Source: an optimization exercise on an open RTL-to-GDS flow (aim: a short achievable clock period and few clock cycles). Production flows keep margins and buffers that such runs may drop.
Function was not checked in any run shown here: the RTL went through the layout flow alone.
Power is estimated from default activity; no workload was simulated.

**flow/run.sh**
```bash
#!/bin/bash
# synth_recipe.tcl (not shown) runs the flow's synth.tcl, then flattens the netlist and writes it again
# the make line also repeats each setting of config.mk as NAME=value (left out here)
make -C /OpenROAD-flow-scripts/flow DESIGN_CONFIG=/design/flow/config.mk WORK_HOME=/design/flow/orfs CLKGATE_MAP_FILE= SYNTH_SCRIPT=/design/flow/synth_recipe.tcl finish
```
**flow/config.mk**
```make
export PLATFORM = sky130hd
export DESIGN_NAME = ARMLEG
export DESIGN_NICKNAME = ARMLEG
export VERILOG_FILES = /design/flow/design.v
export SDC_FILE = /design/flow/constraint.sdc
export NUM_CORES = 8
export LEC_CHECK = 0
export ABC_CLOCK_PERIOD_IN_PS = 1000
export CAP_MARGIN = 20
export CORE_MARGIN = 2
export CORE_UTILIZATION = 40
export GPL_TIMING_DRIVEN = 1
export SETUP_SLACK_MARGIN = 5
export SLEW_MARGIN = 20
```
**flow/constraint.sdc**
```tcl
create_clock -name core_clock -period 8.0 [get_ports {CLOCK}]
set_input_delay 1.6000 -clock core_clock [delete_from_list [all_inputs] [get_ports {CLOCK}]]
set_output_delay 1.6000 -clock core_clock [all_outputs]
set_load 0.01 [all_outputs]
```
**flow/design.v**
```verilog
module ARMLEG (
	input CLOCK,
	input RESET,
	output [63:0] imem_addr,
	input [31:0] imem_data,
	output [63:0] dmem_addr,
	output [63:0] dmem_wdata,
	output dmem_we,
	output dmem_re,
	input [63:0] dmem_rdata
);
	integer i;
	reg [9:0] pc;
	reg d_valid;
	reg d_isR, d_sub, d_and, d_orr, d_isLD, d_isST, d_isCBZ, d_wr;
	reg [4:0] d_rd;
	reg [30:0] d_rn_oh, d_r2_oh;    
	reg [30:0] d_sel1, d_sel2;      
	reg d_fw1, d_fw2;               
	reg d_fx1, d_fx2;               
	reg [8:0] d_imm;
	reg [9:0] d_tgt;
	reg x_isLD, x_isST, x_add, x_and, x_orr, x_sub, x_wr;
	reg [4:0] x_rd;
	reg [63:0] x_a, x_b, x_bi, x_addr;
	reg w_wr;
	reg [4:0] w_rd;
	reg [63:0] w_res;
	reg w_z;
	reg [63:0] rf [0:30];
	reg [30:0] zf;
	assign imem_addr = {52'b0, pc, 2'b00};
	wire [31:0] inst = imem_data;
	wire [10:0] op11 = inst[31:21];
	wire f_isB   = inst[31:26] == 6'b000101;
	wire f_isCBZ = inst[31:24] == 8'hB4;
	wire f_rt31  = inst[4:0] == 5'd31;
	wire f_isADD = op11 == 11'h458;
	wire f_isSUB = op11 == 11'h658;
	wire f_isAND = op11 == 11'h450;
	wire f_isORR = op11 == 11'h550;
	wire f_isLD  = op11 == 11'h7C2;
	wire f_isST  = op11 == 11'h7C0;
	wire f_isR   = f_isADD | f_isSUB | f_isAND | f_isORR;
	wire f_take = f_isB | (f_isCBZ & f_rt31);
	wire [9:0] f_tgtB = pc + inst[9:0];
	wire [9:0] f_tgtC = pc + inst[14:5];
	wire [9:0] f_seq = pc + 10'd1;
	wire [4:0] f_rn = inst[9:5];
	wire [4:0] f_r2 = f_isR ? inst[20:16] : inst[4:0];
	reg [30:0] f_rn_oh, f_r2_oh;
	always @(*) begin
		for (i = 0; i < 31; i = i + 1) begin
			f_rn_oh[i] = f_rn == i;
			f_r2_oh[i] = f_r2 == i;
		end
	end
	wire dwr = d_wr & d_valid;
	wire f_fx1 = dwr & (d_rd == f_rn);
	wire f_fx2 = dwr & (d_rd == f_r2);
	wire f_fw1 = x_wr & (x_rd == f_rn);
	wire f_fw2 = x_wr & (x_rd == f_r2);
	wire [63:0] x_sum = x_a + x_bi + {63'b0, x_sub};
	wire [63:0] x_andv = x_a & x_b;
	wire [63:0] x_orv = x_a | x_b;
	wire [63:0] x_out = ({64{x_isLD}} & dmem_rdata) | ({64{x_and}} & x_andv) |
	                    ({64{x_orr}} & x_orv) | ({64{x_add}} & x_sum);
	wire [63:0] x_p = x_a ^ x_bi;
	wire [63:0] x_g = x_a | x_bi;
	wire x_zsum = (x_p[0] == x_sub) & (&(x_p[63:1] ~^ x_g[62:0]));
	wire x_z = (x_isLD & ~|dmem_rdata) | (x_and & ~|x_andv) | (x_orr & ~|x_orv) | (x_add & x_zsum);
	assign dmem_addr = x_addr;
	assign dmem_wdata = x_b;
	assign dmem_we = x_isST;
	assign dmem_re = x_isLD;
	reg [63:0] rd1, rd2;
	always @(*) begin
		rd1 = {64{d_fw1}} & w_res;
		rd2 = {64{d_fw2}} & w_res;
		for (i = 0; i < 31; i = i + 1) begin
			rd1 = rd1 | ({64{d_sel1[i]}} & rf[i]);
			rd2 = rd2 | ({64{d_sel2[i]}} & rf[i]);
		end
	end
	wire zt_rf = (d_fw2 & w_z) | (|(d_sel2 & zf));
	wire [63:0] opa = d_fx1 ? x_out : rd1;
	wire [63:0] opb = d_fx2 ? x_out : rd2;
	wire [63:0] opbi = d_fx2 ? (x_out ^ {64{d_sub}}) : (rd2 ^ {64{d_sub}});
	wire stall = d_valid & (d_isLD | d_isST) & d_fx1;
	wire [9:0] a_lo = {1'b0, rd1[8:0]} + {1'b0, d_imm};
	wire [54:0] a_hi = rd1[63:9];
	wire [54:0] a_inc = a_hi + 55'd1;
	wire [54:0] a_dec = a_hi - 55'd1;
	wire [54:0] addr_hi = (a_lo[9] & ~d_imm[8]) ? a_inc : (~a_lo[9] & d_imm[8]) ? a_dec : a_hi;
	wire [63:0] addr = {addr_hi, a_lo[8:0]};
	wire zt = d_fx2 ? x_z : zt_rf;
	wire redirect = d_valid & d_isCBZ & zt;
	always @(posedge CLOCK) begin
		if (RESET)
			pc <= 10'd0;
		else if (redirect)
			pc <= d_tgt;
		else if (!stall)
			pc <= f_take ? (f_isB ? f_tgtB : f_tgtC) : f_seq;
		if (RESET || redirect)
			d_valid <= 1'b0;
		else if (!stall)
			d_valid <= 1'b1;
		if (!stall) begin
			d_isR <= f_isR;
			d_isLD <= f_isLD;
			d_isST <= f_isST;
			d_isCBZ <= f_isCBZ & ~f_rt31;
			d_wr <= (f_isR | f_isLD) & ~f_rt31;
			d_sub <= f_isSUB;
			d_and <= f_isAND;
			d_orr <= f_isORR;
			d_rd <= inst[4:0];
			d_imm <= inst[20:12];
			d_tgt <= f_tgtC;
			d_rn_oh <= f_rn_oh;
			d_r2_oh <= f_r2_oh;
			d_fx1 <= f_fx1;
			d_fx2 <= f_fx2;
			d_fw1 <= f_fw1;
			d_fw2 <= f_fw2;
			d_sel1 <= f_rn_oh & ~{31{f_fw1}};
			d_sel2 <= f_r2_oh & ~{31{f_fw2}};
		end else begin
			d_fx1 <= 1'b0;
			d_fx2 <= 1'b0;
			d_fw1 <= d_fx1;
			d_fw2 <= d_fx2;
			d_sel1 <= d_rn_oh & ~{31{d_fx1}};
			d_sel2 <= d_r2_oh & ~{31{d_fx2}};
		end
		if (RESET || stall || !d_valid) begin
			x_isLD <= 1'b0;
			x_isST <= 1'b0;
			x_wr <= 1'b0;
		end else begin
			x_isLD <= d_isLD;
			x_isST <= d_isST;
			x_wr <= d_wr;
		end
		x_add <= d_isR & ~d_and & ~d_orr;
		x_sub <= d_sub;
		x_and <= d_and;
		x_orr <= d_orr;
		x_rd <= d_rd;
		x_a <= opa;
		x_b <= opb;
		x_bi <= opbi;
		x_addr <= addr;
		if (RESET)
			w_wr <= 1'b0;
		else
			w_wr <= x_wr;
		w_rd <= x_rd;
		w_res <= x_out;
		w_z <= x_z;
		if (w_wr) begin
			rf[w_rd] <= w_res;
			zf[w_rd] <= w_z;
		end
	end
endmodule
```
==> out/metrics.yaml, run 1 <==
sta:
  tightestPinTransition_ns: 1.33
  hold_violations: 0
  worst_slack_ns: 3.60
  post-route-period-util_pct: 55.0
  slew_headroom_pct: 10.6
  holdWs_ns: 0.419
  slew_viol_final: 0
  rsz0062_at_grt: "yes"
  timing.fmax_mhz: 227
  fin_worst_skew_ns: 0.0715
  setup_tns_ns: 0
  setup_viol: 0
  period_minus_slack_ns: 4.40
floorplanning:
  die_area_um2: 279000
  initial_core_util_pct: 40.2
  coreArea_um2: 274000
  num_rows: 192
  pin_count: 292
  die_y_um: 528
  die_w_um: 528
finish:
  final_nets: 9316
  num-fill-cells: 22920
  instances_no_fill: 12933
  drive_above_1_share_pct: 27.6
  syn2layout_area_growth_pct: 26.1
logic_synthesis:
  synthArstFlopShare_pct: 0
  synth_top_area_share_pct: 56.7
  yosysSeqAreaShare_pct: 64.3
  netlist_top_cells_area: "edfxtp_1 57%, a22oi_1 8.7%, dfxtp_1 7.6%"
  syn-instance-count: 8239
  synth_seq_cells: 2494
  synthFlopType: "edfxtp_1"
  syn_area_per_cell_um2: 13.3
  synth.distinct_cells: 95
  yosysMostFrequentCell: "edfxtp_1"
  synth_edf_count: 2078
  syn_area_um2: 110000
  synth_common_cells: "2078 x edfxtp_1, 1270 x a22oi_1, 416 x dfxtp_1"
  synth_warnings: 1
  synth_area_leader_cell: "edfxtp_1"
drt:
  num_vias: 100622
  wire_per_inst_um: 50.9
  vias_per_cell: 7.78
  finalWirelength_um: 658000
  first_pass_iters: 13
  drc: 0
  ant_nets: 0
  drtIter0Drc: 24457
grt:
  grtUsageMet3_pct: 23.9
  use_met2_pct: 63.2
  grt_pass1_vias: 92629
  antenna_found_initial: 57
  grt_overflow: 0
  grt_max_degree: 74
  grt_usage_pct: 45.3
  use_met1_pct: 50.1
  grt_pass1_wl_um: 850000
  top_usage_layer: "met2"
clock_tree:
  clock_sinks: 2494
  cts_tree: "yes"
  insertion_delay_ns: 0.92
  cts-root-buf: "clkbuf_16"
  ctsHoldBuffers: 0
  clock_path_buffers: 4
  cts_max_level: 5
  numCtsBuffers: 275
  clk_pin_slew_worst_paths_ns: 0.06
power:
  swShare_pct: 26.9
  comb_power_share_pct: 12.8
  report.power.total_mw: 31.9
  p_per_area_nw_per_um2: 230
  p_sw_mw: 8.57
  p_leak_nw: 46.6
  p_int_mw: 23.3
  pwr-share-seq_pct: 45.2
  peakVddDrop_v: 0.000144
  power.share.clock_pct: 42.0
worst_setup_path:
  critPathLaunchType: "register"
  startpoint: "d_sel1[10]$_DFF_P_"
  slowest_delay_ns: 0.58
  worst_ep_arrival_time_ns: 5.23
  reg2reg_to: "x_addr[27]$_DFF_P_"
  cp.required_ns: 8.83
  critPathSlowestCell: "or4_4"
  critical_path.endpoint_type: "register"
  worst-setup-path-type: "register to register"
  reg2reg_from: "d_sel1[10]$_DFF_P_"
  worstPathCellList: "buf_6, a22oi_1, nand3_1, or4_4, ha_4, nor2_1, nor2_4, nor2_4, o31a_4, buf_12, buf_6, nand3_4, buf_12, nor3_4, nand2_2, o32ai_2, xnor2_1"
  crit_end: "x_addr[27]$_DFF_P_"
  reg2regPathDepth: 17
  cp_max_fo: 14
  r2r_slack_ns: 3.60
hold_path:
  hold_path_class: "register to register"
placement:
  post-place-ws_ns: 2.41
  hpwl_um: 368000
  dp.cells: 11775
  portBuffers: 237
  gp_congestion: 1.03
job:
  maxCapViolCount: 0
run_status:
  outcome: "timing/DRC/antenna clean"
==> metal layers <==
metal,part of all wire [%],vias to the layer above
li1,-,35429
met1,31,48865
met2,40,12236
met3,18,4042
met4,11,50
met5,0.12,-
==> worst min-delay path by stage <==
stage / end / cells after the start / start / slack (ns)
final: x_and$_DFF_P_ / 0 / d_and$_DFFE_PN_ / 0.42
after global routing: x_rd[2]$_DFF_P_ / 0 / d_rd[2]$_DFFE_PN_ / 0.47
after CTS: x_and$_DFF_P_ / 0 / d_and$_DFFE_PN_ / 0.43
after detailed placement: x_and$_DFF_P_ / 0 / d_and$_DFFE_PN_ / 0.40
after global placement: x_and$_DFF_P_ / 0 / d_and$_DFFE_PN_ / 0.38
after floorplan: x_sub$_DFF_P_ / 0 / d_sub$_DFFE_PN_ / 0.35
==> placed cells by master, fill, tap and decap left out, drive strengths merged, types with 130 or more instances in the layout <==
cell	count
o21ai	180
inv	230
a22oi	1275
nor4	130
nor2	238
dfxtp	416
xnor2	145
buf	1044
a221oi	365
nand4	410
nand3	171
edfxtp	2078
a22o	369
a21oi	330
nand2	240
clkbuf	357
ha	159
==> power by group through the flow <==
stage	registers, mW	logic (mW)	clock network (mW)
floorplan	14.5	1.39	0
global placement	14.7	2.84	0
detailed placement	14.7	2.84	0
CTS	14.4	3.61	13.3
global route	14.4	4.07	13.8
finish	14.4	4.07	13.4
==> stage by stage <==
stage          cell area [um^2]  utilization [%]
3_3_place_gp             117000             42.8
4_1_cts                  135000             49.5
6_report                 139000             50.7
3_5_place_dp             117000             42.9
5_1_grt                  139000             50.6
2_1_floorplan            111000                -
==> cell type report <==
type | count | area [um^2] | area share [%]
antenna | 81 | 203 | 0.146
clock buffer | 347 | 7480 | 5.39
clock inverter | 139 | 1710 | 1.23
inverter | 232 | 1000 | 0.723
multi-input combinational | 4906 | 40600 | 29.3
sequential | 2494 | 71600 | 51.6
tap | 3589 | 4490 | 3.24
timing repair buffer | 1145 | 11700 | 8.41
==> critical path, delay by kind of cell (launching register included) <==
family / cells / cell delay [ns]
AOI/OAI and AO/OA: 3 / 0.87
adders and majority gates: 1 / 0.25
DFF: 1 / 0.50
and+or+nand+nor: 8 / 1.83
xor gates and xnor gates: 1 / 0.17
buffers and inverters: 4 / 0.67
==> cells by family (layout without fill, tap and decap cells) <==
family                     after synthesis  in the layout  share of synthesized area, %
AOI/OAI and AO/OA                     2831           2832                          19.3
xor gates and xnor gates               272            272                          2.17
adders and majority gates              166            166                          1.92
buffers and inverters                  893           1863                          4.04
DFF                                   2494           2494                          64.3
muxes                                   76             76                         0.717
other                                    1            135                       0.00341
and+or+nand+nor                       1506           1506                          7.55
==> what timing repair did <==
action | CTS | global route
pin swaps | 239 | 208
buffers inserted | 427 | 151
gates resized for setup | 1993 | 408
hold endpoints to repair | 0 | 0
endpoints found under the setup margin | 1465 | 615
gates cloned | 9 | 1
==> state kept, by name (all words and copies together) (netlist names), 9 cells and up <==
register  count
rf         1984
d_sel2       31
d_sel1       31
w_res        64
zf           31
d_tgt        10
x_addr       64
x_bi         64
x_b          64
x_a          64
pc           10
d_r2_oh      31
d_imm         9
==> run 2: changes to the inputs <==
--- a/flow/config.mk
+++ b/flow/config.mk
@@ -6,5 +6,5 @@
 export NUM_CORES = 8
 export LEC_CHECK = 0
-export ABC_CLOCK_PERIOD_IN_PS = 1000
+export ABC_CLOCK_PERIOD_IN_PS = 2500
 export CAP_MARGIN = 20
 export CORE_MARGIN = 2
==> run 2 against run 1 <==
Net effect: register-to-register slack barely moved; highest routed layer unchanged; final cell count unchanged; flip-flop and latch count is the same; critical path depth is the same; critical path type unchanged; clock-buffer cell count did not move; clock skew is the same; global-route usage unchanged; clock power barely moved; sequential share of layout area stayed put; largest cell class unchanged; via count unchanged.
==> out/metrics.yaml, run 2 <==
run_status:
  outcome: "timing/DRC/antenna clean"  # unchanged
finish:
  instances_no_fill: 12933  # unchanged
  final_area_um2: 139000  # unchanged
  drive_above_1_share_pct: 27.6  # unchanged
  fin_util_pct: 50.7  # unchanged
  num-fill-cells: 22920  # unchanged
  syn2layout_area_growth_pct: 26.1  # unchanged
  largest_register: "rf"  # unchanged
  largest_register_ffs: 1984  # unchanged
  final_nets: 9316  # unchanged
  final_common_cell: "edfxtp_1"  # unchanged
  final_cell_mix: "2078 x edfxtp_1, 1262 x a22oi_1, 581 x buf_4"  # unchanged
logic_synthesis:
  synth_xor_area_share_pct: 2.17  # unchanged
  yosysSeqAreaShare_pct: 64.3  # unchanged
  synth_warnings: 1  # unchanged
  synth_edf_count: 2078  # unchanged
  synthArstFlopShare_pct: 0  # unchanged
  synth-adder-area-share_pct: 1.92  # unchanged
  syn_area_um2: 110000  # unchanged
  netlist_top_cells_area: "edfxtp_1 57%, a22oi_1 8.7%, dfxtp_1 7.6%"  # unchanged
  syn_area_per_cell_um2: 13.3  # unchanged
  synth_seq_cells: 2494  # unchanged
  synth_common_cells: "2078 x edfxtp_1, 1270 x a22oi_1, 416 x dfxtp_1"  # unchanged
  synth_mux_area_share_pct: 0.717  # unchanged
  synth.distinct_cells: 95  # unchanged
  synth_compound_area_share_pct: 19.3  # unchanged
  synth_top_family_by_area: "compound AO/OA/AOI/OAI gates"  # unchanged
  yosys.area_share.simple_pct: 7.55  # unchanged
  syn-instance-count: 8239  # unchanged
  synth_top_area_share_pct: 56.7  # unchanged
  synth_area_leader_cell: "edfxtp_1"  # unchanged
  synthFlopType: "edfxtp_1"  # unchanged
  yosysMostFrequentCell: "edfxtp_1"  # unchanged
grt:
  grt_overflow: 0  # unchanged
  grt_pass1_wl_um: 850000  # unchanged
  grt_usage_pct: 45.3  # unchanged
  grt_pass1_vias: 92629  # unchanged
  antenna_found_initial: 57  # unchanged
  grt_max_degree: 74  # unchanged
worst_setup_path:
  worst-setup-path-type: "register to register"  # unchanged
  reg2regPathDepth: 17  # unchanged
  cp.required_ns: 8.83  # about the same
  cp_top_family: "simple AND/OR/NAND/NOR gates"  # unchanged
  critPathLaunchType: "register"  # unchanged
  cp_max_fo: 14  # unchanged
  reg2reg_from: "d_sel1[10]$_DFF_P_"  # unchanged
  critical_path.endpoint_type: "register"  # unchanged
  crit_buf_inv: 4  # unchanged
  worst_ep_arrival_time_ns: 5.23  # about the same
  worstPathCellList: "buf_6, a22oi_1, nand3_1, or4_4, ha_4, nor2_1, nor2_4, nor2_4, o31a_4, buf_12, buf_6, nand3_4, buf_12, nor3_4, nand2_2, o32ai_2, xnor2_1"  # unchanged
  r2r_slack_ns: 3.60  # about the same
  critPathSlowestCell: "or4_4"  # unchanged
  slowest_delay_ns: 0.58  # about the same
  reg2reg_to: "x_addr[27]$_DFF_P_"  # unchanged
power:
  peakVddDrop_v: 0.000144  # unchanged
  p_per_area_nw_per_um2: 230  # unchanged
  p_leak_nw: 46.6  # unchanged
  report.power.total_mw: 31.9  # unchanged
floorplanning:
  die_area_um2: 279000  # unchanged
  coreArea_um2: 274000  # unchanged
  die_y_um: 528  # unchanged
  die_w_um: 528  # unchanged
  pin_count: 292  # unchanged
  num_rows: 192  # unchanged
  initial_core_util_pct: 40.2  # unchanged
clock_tree:
  clk_pin_slew_worst_paths_ns: 0.06  # about the same
  insertion_delay_ns: 0.92  # about the same
  cts_max_level: 5  # unchanged
  numCtsBuffers: 275  # unchanged
  clock_path_buffers: 4  # unchanged
  ctsHoldBuffers: 0  # unchanged
  clock_sinks: 2494  # unchanged
  cts_tree: "yes"  # unchanged
  cts-root-buf: "clkbuf_16"  # unchanged
sta:
  slew_headroom_pct: 10.6  # unchanged
  post-route-period-util_pct: 55.0  # unchanged
  hold_violations: 0  # unchanged
  setup_viol: 0  # unchanged
  tightestPinTransition_ns: 1.33  # unchanged
  rsz0062_at_grt: "yes"  # unchanged
  setup_tns_ns: 0  # unchanged
  timing.fmax_mhz: 227  # unchanged
  fin_worst_skew_ns: 0.0715  # unchanged
  slew_viol_final: 0  # unchanged
  period_minus_slack_ns: 4.40  # unchanged
hold_path:
  min_to: "x_and$_DFF_P_"  # unchanged
  hold_path_class: "register to register"  # unchanged
  holdPathStages: 0  # unchanged
  min_from: "d_and$_DFFE_PN_"  # unchanged
placement:
  place_area_um2: 117000  # unchanged
  gp_congestion: 1.03  # unchanged
  hpwl_um: 368000  # unchanged
  portBuffers: 237  # unchanged
  dp.cells: 11775  # unchanged
drt:
  ant_nets: 0  # unchanged
  wire_per_inst_um: 50.9  # unchanged
  drc: 0  # unchanged
  num_vias: 100622  # unchanged
  drtIter0Drc: 24457  # unchanged
  first_pass_iters: 13  # unchanged
  vias_per_cell: 7.78  # unchanged
  finalWirelength_um: 658000  # unchanged
job:
  maxCapViolCount: 0  # unchanged
## run 2: cell counts in the layout (fill, tap and decap cells not counted)
No cell type changed its count.
## run 2: how the worst max path moves through the flow
| stage | start | to | slack [ns] | cells after the start |
|---|---|---|---|---|
| final | d_sel1[10]$_DFF_P_ | x_addr[27]$_DFF_P_ | 3.60 | 17 |
| after floorplan | d_sel1[23]$_DFF_P_ | x_addr[58]$_DFF_P_ | 3.37 | 22 |
| after detailed placement | w_res[0]$_DFF_P_ | x_addr[58]$_DFF_P_ | 2.41 | 15 |
| after global placement | dmem_rdata[15] | pc[9]$_SDFFE_PP0P_ | 2.28 | 8 |
| after CTS | rf[14][1]$_DFFE_PP_ | x_addr[38]$_DFF_P_ | 3.77 | 16 |
| after global routing | d_sel1[22]$_DFF_P_ | x_addr[60]$_DFF_P_ | 3.59 | 17 |
## run 2: worst register-to-register path, delay by kind of cell (launching register included)
| kind | cells | cell delay [ns] |
|---|---|---|
| buffers and inverters | 4 | 0.70 |
| flip-flops | 1 | 0.50 |
| AO/OA/AOI/OAI | 3 | 0.88 |
| AND/OR/NAND/NOR | 8 | 1.85 |
| XOR/XNOR | 1 | 0.17 |
| adder cells (fa/ha/maj) | 1 | 0.26 |
## run 2: cell type report
| type | count | area, um^2 | area share [%] |
|---|---|---|---|
| clock inverters | 139 | 1710 | 1.23 |
| multi-input cells | 4906 | 40600 | 29.3 |
| well taps | 3589 | 4490 | 3.24 |
| diodes | 81 | 203 | 0.146 |
| repair buffers | 1145 | 11700 | 8.41 |
| clock buffers | 347 | 7480 | 5.39 |
| inverters | 232 | 1000 | 0.723 |
| flip-flops and latches | 2494 | 71600 | 51.6 |
## run 2: per-layer routing
metal / GRT usage (%) / up-vias / routed length, um
met2: 63.2 / 12236 / 262000
met5: 0.519 / - / 778
met1: 50.1 / 48865 / 204000
met3: 23.9 / 4042 / 116000
li1: - / 35429 / -
met4: 39.0 / 50 / 74800
## run 2: where the power goes
group	internal [mW]	total, mW	switching [mW]
Sequential	14.1	14.4	0.358
Combinational	1.48	4.07	2.59
Clock	7.76	13.4	5.62
## run 2: kinds of logic after synthesis
kind of cell	Yosys count
simple gates	1506
mux	76
buf+inv	893
flops	2494
other cells	1
fa+ha+maj	166
xor+xnor	272
compound gates	2831
## run 2: what timing repair did
item / 4_1_cts / 5_1_grt
buffers inserted: 427 / 151
pin swaps: 239 / 208
endpoints found under the setup margin: 1465 / 615
gates cloned: 9 / 1
resized for setup: 1993 / 408
## run 2: stage by stage
step,hold slack (ns),worst slack (ns)
final,0.419,3.60
after global routing,0.467,3.59
after CTS,0.431,3.77
after detailed placement,0.396,2.41
after global placement,0.384,2.28
after floorplan,0.346,3.37

re-timing with driven ports:
Ports are ideal in the flow. The routed layouts listed here were re-timed in OpenROAD.
Step 1 sets driving cells, clkbuf_16 on the clock port and buf_2 on the other inputs (assumed; they add their load-dependent delay and slew).
Step 2 adds t to the input delays and takes it off the output delays; t is the mean of the earliest and latest rising clock arrival at the registers after step 1. Input paths then give back, and output paths get back, about the clock's delay inside the block.
a / b / c = ideal / step 1 / step 2; a / b = the first two.
| run | t, ns | setup WS [ns] | worst setup path at the end |
|---|---|---|---|
| run 1 | 1.005 | 3.597 / 3.597 / 3.518 | input to register |
| run 2 | 1.005 | 3.597 / 3.597 / 3.518 | input to register |
After both steps setup and hold are still met in every run listed.
